From an optimization exercise on the open Yosys and OpenROAD flow, aimed at small area and few clock cycles per item; shortcuts taken in it are not production practice.
Function was checked by simulation only, so behaviour that the tests miss may differ from the original.
The clock input has no modelled driver; a real chip could not lean on it and would need a root buffer or a full tree.
Power figures rest on the tool's default switching activity, not on a simulated workload.

==> inputs of trial 20 <==
==> flow/design.v <==
`default_nettype	none
module	axi_addr(i_last_addr, i_size, i_fixed, i_wrap, i_wlen, o_next_addr);
	input	wire	[11:0]	i_last_addr;
	input	wire	[1:0]	i_size;
	input	wire		i_fixed, i_wrap;
	input	wire	[2:0]	i_wlen;
	output	reg	[11:0]	o_next_addr;
	reg	[11:0]	m;
	reg	[12:0]	c;
	integer		k;
	always @(*)
	begin
		case(i_size)
		2'b00: m[5:0] = { 2'b00, i_wlen, 1'b1 };
		2'b01: m[5:0] = { 1'b0, i_wlen, 2'b11 };
		default: m[5:0] = { i_wlen, 3'b111 };
		endcase
		m[11:6] = 6'h0;
		if (!i_wrap)
			m = 12'hfff;
		if (i_fixed)
			m = 12'h0;
		c[0] = (i_size == 2'b00);
		c[1] = (i_size == 2'b01) || (c[0] && i_last_addr[0]);
		c[2] = (i_size[1]) || (c[1] && i_last_addr[1]);
		for(k=2; k<12; k=k+1)
			c[k+1] = c[k] && i_last_addr[k];
		for(k=0; k<12; k=k+1)
			o_next_addr[k] = i_last_addr[k] ^ (m[k] && c[k]);
		if (!i_fixed && i_size != 2'b00)
			o_next_addr[0] = 1'b0;
		if (!i_fixed && i_size[1])
			o_next_addr[1] = 1'b0;
	end
	/*verilator lint_off UNUSED*/
	wire	unused;
	assign	unused = c[12];
	/*verilator lint_on UNUSED*/
endmodule
`default_nettype	none
module demofull #(
	parameter integer C_S_AXI_ID_WIDTH	= 12,
	parameter integer C_S_AXI_DATA_WIDTH	= 32,
	parameter integer C_S_AXI_ADDR_WIDTH	= 32,
	localparam	AW = C_S_AXI_ADDR_WIDTH,
	localparam	DW = C_S_AXI_DATA_WIDTH,
	localparam	IW = C_S_AXI_ID_WIDTH,
	localparam	LSB = $clog2(C_S_AXI_DATA_WIDTH)-3,
	parameter [0:0]	OPT_NARROW_BURST = 1
	) (
		output	reg					o_we,
		output	reg	[C_S_AXI_ADDR_WIDTH-LSB-1:0]	o_waddr,
		output	reg	[C_S_AXI_DATA_WIDTH-1:0]	o_wdata,
		output	reg	[C_S_AXI_DATA_WIDTH/8-1:0]	o_wstrb,
		output	reg					o_rd,
		output	reg	[C_S_AXI_ADDR_WIDTH-LSB-1:0]	o_raddr,
		input	wire	[C_S_AXI_DATA_WIDTH-1:0]	i_rdata,
		input wire  S_AXI_ACLK,
		input wire  S_AXI_ARESETN,
		input wire [C_S_AXI_ID_WIDTH-1 : 0] S_AXI_AWID,
		input wire [C_S_AXI_ADDR_WIDTH-1 : 0] S_AXI_AWADDR,
		input wire [7 : 0] S_AXI_AWLEN,
		input wire [2 : 0] S_AXI_AWSIZE,
		input wire [1 : 0] S_AXI_AWBURST,
		input wire  S_AXI_AWLOCK,
		input wire [3 : 0] S_AXI_AWCACHE,
		input wire [2 : 0] S_AXI_AWPROT,
		input wire [3 : 0] S_AXI_AWQOS,
		input wire  S_AXI_AWVALID,
		output wire  S_AXI_AWREADY,
		input wire [C_S_AXI_DATA_WIDTH-1 : 0] S_AXI_WDATA,
		input wire [(C_S_AXI_DATA_WIDTH/8)-1 : 0] S_AXI_WSTRB,
		input wire  S_AXI_WLAST,
		input wire  S_AXI_WVALID,
		output wire  S_AXI_WREADY,
		output wire [C_S_AXI_ID_WIDTH-1 : 0] S_AXI_BID,
		output wire [1 : 0] S_AXI_BRESP,
		output wire  S_AXI_BVALID,
		input wire  S_AXI_BREADY,
		input wire [C_S_AXI_ID_WIDTH-1 : 0] S_AXI_ARID,
		input wire [C_S_AXI_ADDR_WIDTH-1 : 0] S_AXI_ARADDR,
		input wire [7 : 0] S_AXI_ARLEN,
		input wire [2 : 0] S_AXI_ARSIZE,
		input wire [1 : 0] S_AXI_ARBURST,
		input wire  S_AXI_ARLOCK,
		input wire [3 : 0] S_AXI_ARCACHE,
		input wire [2 : 0] S_AXI_ARPROT,
		input wire [3 : 0] S_AXI_ARQOS,
		input wire  S_AXI_ARVALID,
		output wire  S_AXI_ARREADY,
		output wire [C_S_AXI_ID_WIDTH-1 : 0] S_AXI_RID,
		output wire [C_S_AXI_DATA_WIDTH-1 : 0] S_AXI_RDATA,
		output wire [1 : 0] S_AXI_RRESP,
		output wire  S_AXI_RLAST,
		output wire  S_AXI_RVALID,
		input wire  S_AXI_RREADY
	);
	reg			wfirst;
	reg	[11:0]		wa;
	wire	[11:0]		wcur, wnext;
	reg			axi_bvalid;
	reg	[IW-1:0]	axi_bid;
	wire			wstall, wready, whs;
	assign	wstall = axi_bvalid && !S_AXI_BREADY;
	assign	wready = S_AXI_AWVALID && !wstall;
	assign	whs    = S_AXI_WVALID && wready;
	assign	wcur   = wfirst ? S_AXI_AWADDR[11:0] : wa;
	axi_addr get_next_wr_addr(wcur, S_AXI_AWSIZE[1:0],
			(S_AXI_AWBURST == 2'b00), S_AXI_AWBURST[1],
			S_AXI_AWLEN[3:1], wnext);
	always @(posedge S_AXI_ACLK)
	if (whs)
		wa <= wnext;
	always @(posedge S_AXI_ACLK)
	if (!S_AXI_ARESETN)
		wfirst <= 1'b1;
	else if (whs)
		wfirst <= S_AXI_WLAST;
	always @(posedge S_AXI_ACLK)
	if (!S_AXI_ARESETN)
		axi_bvalid <= 1'b0;
	else if (whs && S_AXI_WLAST)
		axi_bvalid <= 1'b1;
	else if (S_AXI_BREADY)
		axi_bvalid <= 1'b0;
	always @(posedge S_AXI_ACLK)
	if (whs && S_AXI_WLAST)
		axi_bid <= S_AXI_AWID;
	always @(*)
	begin
		o_we    = whs;
		o_waddr = { S_AXI_AWADDR[AW-1:12], wcur[11:LSB] };
		o_wdata = S_AXI_WDATA;
		o_wstrb = S_AXI_WSTRB;
	end
	assign	S_AXI_AWREADY = whs && S_AXI_WLAST;
	assign	S_AXI_WREADY  = wready;
	assign	S_AXI_BVALID  = axi_bvalid;
	assign	S_AXI_BID     = axi_bid;
	assign	S_AXI_BRESP   = 2'b00;
	reg	[AW-1:0]	raddr;
	reg	[7:0]		rcnt;
	reg	[1:0]		rsize;
	reg	[2:0]		rwlen;
	reg			rpend;
	reg	[IW-1:0]	axi_rid;
	reg			axi_rvalid;
	wire			ractive, rstall, rfree, rload, arhs;
	wire	[11:0]		rnext;
	assign	ractive = (rcnt != 0);
	assign	rstall  = axi_rvalid && !S_AXI_RREADY;
	assign	rfree   = ractive ? ((rcnt == 1) && !rstall) : !rpend;
	assign	rload   = S_AXI_ARVALID && rfree;
	assign	arhs    = rpend && !rstall;
	axi_addr get_next_rd_addr(raddr[11:0], rsize, (rsize == 2'b11),
			!(rwlen == 3'b010), rwlen, rnext);
	always @(*)
	begin
		o_rd    = (rpend || ractive) && !rstall;
		o_raddr = raddr[AW-1:LSB];
	end
	always @(posedge S_AXI_ACLK)
	if (rload)
	begin
		raddr   <= S_AXI_ARADDR;
		rsize   <= (S_AXI_ARBURST == 2'b00) ? 2'b11 : S_AXI_ARSIZE[1:0];
		rwlen   <= S_AXI_ARBURST[1] ? S_AXI_ARLEN[3:1] : 3'b010;
	end else if (o_rd)
		raddr[11:0] <= rnext;
	always @(posedge S_AXI_ACLK)
	if (!S_AXI_ARESETN)
		rpend <= 1'b0;
	else if (rload)
		rpend <= 1'b1;
	else if (arhs)
		rpend <= 1'b0;
	always @(posedge S_AXI_ACLK)
	if (arhs)
		axi_rid <= S_AXI_ARID;
	always @(posedge S_AXI_ACLK)
	if (!S_AXI_ARESETN)
		rcnt <= 0;
	else if (arhs)
		rcnt <= S_AXI_ARLEN;
	else if (o_rd)
		rcnt <= rcnt - 1;
	always @(posedge S_AXI_ACLK)
	if (!S_AXI_ARESETN)
		axi_rvalid <= 1'b0;
	else if (o_rd)
		axi_rvalid <= 1'b1;
	else if (S_AXI_RREADY)
		axi_rvalid <= 1'b0;
	assign	S_AXI_ARREADY = arhs;
	assign	S_AXI_RVALID  = axi_rvalid;
	assign	S_AXI_RID     = axi_rid;
	assign	S_AXI_RDATA   = i_rdata;
	assign	S_AXI_RRESP   = 2'b00;
	assign	S_AXI_RLAST   = !ractive;
	/*verilator lint_off UNUSED*/
	wire	[23:0]	unused;
	assign	unused = { S_AXI_AWLOCK, S_AXI_AWCACHE, S_AXI_AWPROT,
			S_AXI_AWQOS,
		S_AXI_ARLOCK, S_AXI_ARCACHE, S_AXI_ARPROT, S_AXI_ARQOS };
	/*verilator lint_on UNUSED*/
endmodule
`default_nettype wire
==> flow/flow/run.sh <==
#!/bin/bash
# Layout: the standard flow (standard.sh), with
# - synthesis by flow/synth.tcl: the standard flow's synthesis with an area-oriented ABC
#   script (flow/area.abc) for the logic between the registers;
# - the smallest buffer cell (buf_1) as the port buffer of every input and
#   output port, in place of the cell buffer_ports picks by itself;
# - a clock tree of clkbuf_8 buffers without dummy loads;
# - cells sized down where timing allows after CTS (flow/post_cts.tcl).
set -euo pipefail
export BUFFER_PORTS_ARGS="-buffer_cell sky130_fd_sc_hd__buf_1"
export CTS_ARGS="-sink_clustering_enable -repair_clock_nets -buf_list sky130_fd_sc_hd__clkbuf_16 -sink_clustering_size 30 -sink_clustering_max_diameter 300 -sink_buffer_max_cap_derate 1.0 -dont_use_dummy_load"
export POST_CTS_TCL="$PWD/flow/post_cts.tcl"
export AREA_ABC_SCRIPT="$PWD/flow/area.abc"
sed "s|SYNTH_SCRIPT=[^ ]*|SYNTH_SCRIPT=$PWD/flow/synth.tcl|" standard.sh > flow_standard.sh
grep -q "SYNTH_SCRIPT=$PWD/flow/synth.tcl" flow_standard.sh
bash flow_standard.sh > standard.log 2>&1
==> flow/flow/area.abc <==
strash
dc2
dch -f
amap -m -F 4 -A 8
topo
==> flow/flow/post_cts.tcl <==
# After clock tree synthesis: size cells down where the timing slack allows
# (OpenROAD's power recovery), then legalise the placement again.
estimate_parasitics -placement
repair_timing -recover_power 100 -verbose
detailed_placement
check_placement -verbose
==> flow/flow/synth.tcl <==
# The standard flow's synthesis script (synth_recipe.tcl) with one change: Yosys's abc
# step, which maps the logic between the registers to library cells, runs
# flow/area.abc, an area-oriented ABC script, in place of ORFS's
# abc_speed.script.  Everything else (the registers, their names and cells)
# stays as the standard synthesis makes it.
proc synth {args} { yosys synth -nofsm -noshare {*}$args }
proc abc {args} {
  set i [lsearch -exact $args -script]
  if { $i >= 0 } {
    lset args [expr { $i + 1 }] $::env(AREA_ABC_SCRIPT)
  }
  yosys abc {*}$args
}
source $::env(SCRIPTS_DIR)/synth.tcl
# left out here: clear keep_hierarchy, flatten, clean up, hide names made inside functions, write 1_2_yosys.v
==> flow/standard.sh <==
#!/bin/bash
# synth_recipe.tcl (not shown) runs the flow's synth.tcl, then flattens the netlist and writes it again
# the make line also repeats each setting of config.mk as NAME=value (left out here)
make -C /OpenROAD-flow-scripts/flow DESIGN_CONFIG=/design/flow/config.mk WORK_HOME=/design/flow/orfs CLKGATE_MAP_FILE= SYNTH_SCRIPT=/design/flow/synth_recipe.tcl "${@:-finish}"
==> flow/config.mk <==
export PLATFORM = sky130hd
export DESIGN_NAME = demofull
export DESIGN_NICKNAME = demofull
export VERILOG_FILES = /design/flow/design.v
export SDC_FILE = /design/flow/constraint.sdc
export NUM_CORES = 4
export LEC_CHECK = 0
export CAP_MARGIN = 20
export CORE_MARGIN = 2
export CORE_UTILIZATION = 40
export CTS_BUF_LIST = sky130_fd_sc_hd__clkbuf_8
export SLEW_MARGIN = 20
==> flow/constraint.sdc <==
create_clock -name core_clock -period 4.0 [get_ports {S_AXI_ACLK}]
set_input_delay 0.8000 -clock core_clock [delete_from_list [all_inputs] [get_ports {S_AXI_ACLK}]]
set_output_delay 0.8000 -clock core_clock [all_outputs]
set_load 0.01 [all_outputs]
==> build 77 (differences from trial 20) <==
--- a/flow/design.v
+++ b/flow/design.v
@@ -1,4 +1,5 @@
 `default_nettype	none
-module	axi_addr(i_last_addr, i_size, i_fixed, i_wrap, i_wlen, o_next_addr);
+module	axi_addr(i_last_addr, i_step, i_size, i_fixed, i_wrap, i_wlen, o_next_addr);
 	input	wire	[11:0]	i_last_addr;
+	input	wire		i_step;
 	input	wire	[1:0]	i_size;
@@ -22,5 +23,5 @@
 			m = 12'h0;
-		c[0] = (i_size == 2'b00);
-		c[1] = (i_size == 2'b01) || (c[0] && i_last_addr[0]);
-		c[2] = (i_size[1]) || (c[1] && i_last_addr[1]);
+		c[0] = i_step && (i_size == 2'b00);
+		c[1] = (i_step && (i_size == 2'b01)) || (c[0] && i_last_addr[0]);
+		c[2] = (i_step && i_size[1]) || (c[1] && i_last_addr[1]);
 		for(k=2; k<12; k=k+1)
@@ -107,3 +108,3 @@
 	assign	wcur   = wfirst ? S_AXI_AWADDR[11:0] : wa;
-	axi_addr get_next_wr_addr(wcur, S_AXI_AWSIZE[1:0],
+	axi_addr get_next_wr_addr(wcur, whs, S_AXI_AWSIZE[1:0],
 			(S_AXI_AWBURST == 2'b00), S_AXI_AWBURST[1],
@@ -111,3 +112,2 @@
 	always @(posedge S_AXI_ACLK)
-	if (whs)
 		wa <= wnext;
@@ -149,2 +149,14 @@
 	wire	[11:0]		rnext;
+	reg	[7:0]		rcnt_dec;
+	reg	[8:0]		rborrow;
+	integer			k;
+	always @(*)
+	begin
+		rborrow[0] = o_rd;
+		for(k=0; k<8; k=k+1)
+		begin
+			rcnt_dec[k]  = rcnt[k] ^ rborrow[k];
+			rborrow[k+1] = rborrow[k] && !rcnt[k];
+		end
+	end
 	assign	ractive = (rcnt != 0);
@@ -154,3 +166,3 @@
 	assign	arhs    = rpend && !rstall;
-	axi_addr get_next_rd_addr(raddr[11:0], rsize, (rsize == 2'b11),
+	axi_addr get_next_rd_addr(raddr[11:0], o_rd, rsize, (rsize == 2'b11),
 			!(rwlen == 3'b010), rwlen, rnext);
@@ -167,3 +179,3 @@
 		rwlen   <= S_AXI_ARBURST[1] ? S_AXI_ARLEN[3:1] : 3'b010;
-	end else if (o_rd)
+	end else
 		raddr[11:0] <= rnext;
@@ -184,4 +196,4 @@
 		rcnt <= S_AXI_ARLEN;
-	else if (o_rd)
-		rcnt <= rcnt - 1;
+	else
+		rcnt <= rcnt_dec;
 	always @(posedge S_AXI_ACLK)
--- a/flow/flow/run.sh
+++ b/flow/flow/run.sh
@@ -10,3 +10,3 @@
 export BUFFER_PORTS_ARGS="-buffer_cell sky130_fd_sc_hd__buf_1"
-export CTS_ARGS="-sink_clustering_enable -repair_clock_nets -buf_list sky130_fd_sc_hd__clkbuf_16 -sink_clustering_size 30 -sink_clustering_max_diameter 300 -sink_buffer_max_cap_derate 1.0 -dont_use_dummy_load"
+export CTS_ARGS="-sink_clustering_enable -repair_clock_nets -buf_list sky130_fd_sc_hd__clkbuf_8 -dont_use_dummy_load"
 export POST_CTS_TCL="$PWD/flow/post_cts.tcl"
--- a/flow/config.mk
+++ b/flow/config.mk
@@ -8,5 +8,5 @@
 export CAP_MARGIN = 20
-export CORE_MARGIN = 2
-export CORE_UTILIZATION = 40
+export CORE_AREA = 4 4 136 136
 export CTS_BUF_LIST = sky130_fd_sc_hd__clkbuf_8
+export DIE_AREA = 0 0 140 140
 export SLEW_MARGIN = 20
==> build 30 (differences from trial 20) <==
--- a/flow/design.v
+++ b/flow/design.v
@@ -1,4 +1,5 @@
 `default_nettype	none
-module	axi_addr(i_last_addr, i_size, i_fixed, i_wrap, i_wlen, o_next_addr);
+module	axi_addr(i_last_addr, i_step, i_size, i_fixed, i_wrap, i_wlen, o_next_addr);
 	input	wire	[11:0]	i_last_addr;
+	input	wire		i_step;
 	input	wire	[1:0]	i_size;
@@ -22,5 +23,5 @@
 			m = 12'h0;
-		c[0] = (i_size == 2'b00);
-		c[1] = (i_size == 2'b01) || (c[0] && i_last_addr[0]);
-		c[2] = (i_size[1]) || (c[1] && i_last_addr[1]);
+		c[0] = i_step && (i_size == 2'b00);
+		c[1] = (i_step && (i_size == 2'b01)) || (c[0] && i_last_addr[0]);
+		c[2] = (i_step && i_size[1]) || (c[1] && i_last_addr[1]);
 		for(k=2; k<12; k=k+1)
@@ -107,3 +108,3 @@
 	assign	wcur   = wfirst ? S_AXI_AWADDR[11:0] : wa;
-	axi_addr get_next_wr_addr(wcur, S_AXI_AWSIZE[1:0],
+	axi_addr get_next_wr_addr(wcur, whs, S_AXI_AWSIZE[1:0],
 			(S_AXI_AWBURST == 2'b00), S_AXI_AWBURST[1],
@@ -111,3 +112,2 @@
 	always @(posedge S_AXI_ACLK)
-	if (whs)
 		wa <= wnext;
@@ -149,2 +149,14 @@
 	wire	[11:0]		rnext;
+	reg	[7:0]		rcnt_dec;
+	reg	[8:0]		rborrow;
+	integer			k;
+	always @(*)
+	begin
+		rborrow[0] = o_rd;
+		for(k=0; k<8; k=k+1)
+		begin
+			rcnt_dec[k]  = rcnt[k] ^ rborrow[k];
+			rborrow[k+1] = rborrow[k] && !rcnt[k];
+		end
+	end
 	assign	ractive = (rcnt != 0);
@@ -154,3 +166,3 @@
 	assign	arhs    = rpend && !rstall;
-	axi_addr get_next_rd_addr(raddr[11:0], rsize, (rsize == 2'b11),
+	axi_addr get_next_rd_addr(raddr[11:0], o_rd, rsize, (rsize == 2'b11),
 			!(rwlen == 3'b010), rwlen, rnext);
@@ -167,3 +179,3 @@
 		rwlen   <= S_AXI_ARBURST[1] ? S_AXI_ARLEN[3:1] : 3'b010;
-	end else if (o_rd)
+	end else
 		raddr[11:0] <= rnext;
@@ -184,4 +196,4 @@
 		rcnt <= S_AXI_ARLEN;
-	else if (o_rd)
-		rcnt <= rcnt - 1;
+	else
+		rcnt <= rcnt_dec;
 	always @(posedge S_AXI_ACLK)
--- a/flow/flow/run.sh
+++ b/flow/flow/run.sh
@@ -7,7 +7,15 @@
 # - a clock tree of clkbuf_8 buffers without dummy loads;
-# - cells sized down where timing allows after CTS (flow/post_cts.tcl).
+# - after CTS, the clock tree rebuilt as four clkbuf_16 buffers driven
+#   straight from the clock port, each driving the flip-flops of one quarter
+#   of the core (flow/clock_tree.tcl), and cells sized down where timing
+#   allows (flow/post_cts.tcl).
+# standard.log holds the output of every tool; ORFS's own logs are under
+# orfs/logs.
 set -euo pipefail
 export BUFFER_PORTS_ARGS="-buffer_cell sky130_fd_sc_hd__buf_1"
-export CTS_ARGS="-sink_clustering_enable -repair_clock_nets -buf_list sky130_fd_sc_hd__clkbuf_16 -sink_clustering_size 30 -sink_clustering_max_diameter 300 -sink_buffer_max_cap_derate 1.0 -dont_use_dummy_load"
+export CTS_ARGS="-sink_clustering_enable -repair_clock_nets -buf_list sky130_fd_sc_hd__clkbuf_8 -dont_use_dummy_load"
 export POST_CTS_TCL="$PWD/flow/post_cts.tcl"
+export CTREE_NBUF=4
+export CTREE_BUF=sky130_fd_sc_hd__clkbuf_16
+export REMOVE_ABC_BUFFERS=1
 export AREA_ABC_SCRIPT="$PWD/flow/area.abc"
==> flow/flow/clock_tree.tcl (new file) <==
# Rebuild the clock tree that CTS made as one level: NBUF clock buffers
# (CTREE_BUF), each driving the flip-flops of one part of the core and
# each driven straight from the clock port.
set ctree_nbuf $::env(CTREE_NBUF)
set ctree_buf $::env(CTREE_BUF)
set block [ord::get_db_block]
set db [ord::get_db]
set clk_net [[$block findBTerm S_AXI_ACLK] getNet]

# Walk the tree from the clock port: collect the register clock pins and
# the clock buffers on the way
set sinks {}
set bufs {}
set todo [list $clk_net]
while { [llength $todo] > 0 } {
  set net [lindex $todo 0]
  set todo [lrange $todo 1 end]
  foreach it [$net getITerms] {
    if { [$it isOutputSignal] } { continue }
    set inst [$it getInst]
    set mname [[$inst getMaster] getName]
    if { [string match "sky130_fd_sc_hd__clkbuf_*" $mname] || [string match "sky130_fd_sc_hd__clkinv_*" $mname] } {
      if { [string match "sky130_fd_sc_hd__clkinv_*" $mname] } { error "unexpected inverter $mname in the clock tree" }
      lappend bufs $inst
      lappend todo [[$inst findITerm X] getNet]
    } else {
      lappend sinks $it
    }
  }
}
puts "clock tree: [llength $bufs] buffers, [llength $sinks] sinks"

# Remove the buffers and their nets
foreach inst $bufs {
  set onet [[$inst findITerm X] getNet]
  foreach it [$onet getITerms] { $it disconnect }
  [$inst findITerm A] disconnect
  odb::dbInst_destroy $inst
  odb::dbNet_destroy $onet
}

# Split the sinks into ctree_nbuf groups of about equal size: by x, then
# each part by y when two or four groups
proc pin_x { it } { return [lindex [$it getAvgXY] 1] }
proc pin_y { it } { return [lindex [$it getAvgXY] 2] }
proc split_by { items key n } {
  set sorted [lsort -integer -index 0 [lmap it $items { list [$key $it] $it }]]
  set out {}
  set len [llength $sorted]
  for { set k 0 } { $k < $n } { incr k } {
    set lo [expr { $k * $len / $n }]
    set hi [expr { ($k + 1) * $len / $n - 1 }]
    lappend out [lmap p [lrange $sorted $lo $hi] { lindex $p 1 }]
  }
  return $out
}
if { $ctree_nbuf == 4 } {
  set groups {}
  foreach half [split_by $sinks pin_x 2] {
    lappend groups {*}[split_by $half pin_y 2]
  }
} else {
  set groups [split_by $sinks pin_x $ctree_nbuf]
}

set master [$db findMaster $ctree_buf]
set k 0
foreach grp $groups {
  set sx 0; set sy 0
  foreach it $grp { incr sx [pin_x $it]; incr sy [pin_y $it] }
  set n [llength $grp]
  set inst [odb::dbInst_create $block $master "clkbuf_leaf_$k"]
  $inst setLocation [expr { $sx / $n }] [expr { $sy / $n }]
  $inst setPlacementStatus PLACED
  $inst setSourceType TIMING
  set net [odb::dbNet_create $block "clknet_leaf_$k"]
  $net setSigType CLOCK
  [$inst findITerm A] connect $clk_net
  [$inst findITerm X] connect $net
  foreach it $grp { $it connect $net }
  puts "clock buffer $k: $n sinks"
  incr k
}
==> flow/flow/post_cts.tcl (replaced) <==
# After clock tree synthesis: rebuild the clock tree as one level of
# clock buffers driven straight from the clock port (flow/clock_tree.tcl),
# legalise, then size cells down where the timing slack allows (OpenROAD's
# power recovery) and legalise the placement again.
source [file join [file dirname [info script]] clock_tree.tcl]
detailed_placement
estimate_parasitics -placement
report_clock_skew
repair_timing -recover_power 100 -verbose
detailed_placement
check_placement -verbose
--- a/flow/config.mk
+++ b/flow/config.mk
@@ -7,6 +7,7 @@
 export LEC_CHECK = 0
-export CAP_MARGIN = 20
-export CORE_MARGIN = 2
-export CORE_UTILIZATION = 40
+export CAP_MARGIN = 10
+export CORE_AREA = 4 4 136 136
 export CTS_BUF_LIST = sky130_fd_sc_hd__clkbuf_8
-export SLEW_MARGIN = 20
+export DIE_AREA = 0 0 140 140
+export GPL_TIMING_DRIVEN = 0
+export SLEW_MARGIN = 10
==> run summary <==
| item | build 77 | trial 20 | build 30 |
|---|---|---|---|
| Result of the run | timing/DRC/antenna clean | timing/DRC/antenna clean | timing/DRC/antenna clean |
| Highest clock frequency the design can meet | 311.4 MHz | 304.6 MHz | 301.3 MHz |
| TritonCTS clock tree | built | built | - |
| Internal power contribution | 1.620 mW | 1.966 mW | 1.582 mW |
| DR WL met3 | 1312 um | 1655 um | 5670 um |
| Pin slew with the least headroom to its limit | 0.9250 ns | 1.070 ns | 0.9169 ns |
| GP Congestion | 0.7963 | 0.8086 | 0.9679 |
| Worst min-delay path startpoint | rpend | rcnt[1] | rpend |
| Worst flop-to-flop path endpoint | wa[11] | wa[11] | raddr[11] |
| Rows | 48 | 38 | 48 |
| Post-Layout Inst Area | 4461 um2 | 4753 um2 | 4388 um2 |
| Net Sw Power | 829.7 uW | 1.009 mW | 792.6 uW |
| Placed Cells incl. Taps | 704 | 634 | 698 |
| Final clock skew | 0.02361 ns | 0.01153 ns | 0.005875 ns |
| Utilization of the core after routing | 25.97% | 43.85% | 25.55% |
| Worst r2r src | wfirst | wfirst | rcnt[2] |
| Total die area | 19600 um2 | 12000 um2 | 19600 um2 |
| Worst-case headroom to the max-slew limit | 38.34% | 28.67% | 38.23% |
| Number of clock buffers in the layout | 9 | 9 | - |
Testbench counts of trial 20, summed over its fixed seeds: cycles 15,969, beats 22,951.
Testbench counts of build 77, summed over its fixed seeds: cycles 15,969, beats 22,951.
Testbench counts of build 30, summed over its fixed seeds: cycles 15,969, beats 22,951.

-- port drivers added, routing unchanged --
In the flow no input, the clock included, has a driving cell. The finished layouts below were timed again as built, in two steps. Step 1 sets driving cells, clkbuf_16 on the clock port and buf_2 on the other inputs (assumed; they add their load-dependent delay and slew). Step 2 adds t to the input delays and takes it off the output delays; t is the mean of the earliest and latest rising clock arrival at the registers after step 1. Input paths then give back, and output paths get back, about the clock's delay inside the block. Slacks: ideal ports / drivers / drivers and shift; pairs: ideal ports / drivers.
run | shift t [ns] | slack for setup (ns) | worst setup path after step 2
trial 20 | 0.360 | 0.717 / 0.679 / 0.679 | input to output
build 77 | 0.388 | 0.788 / 0.758 / 0.565 | input to register
build 30 | 0.238 | 0.681 / 0.637 / 0.549 | input to register
After both steps setup and hold are still met in every run listed. For build 77, which loses most, drivers alone change the setup slack by -0.030 ns; drivers and shift together by -0.223 ns.
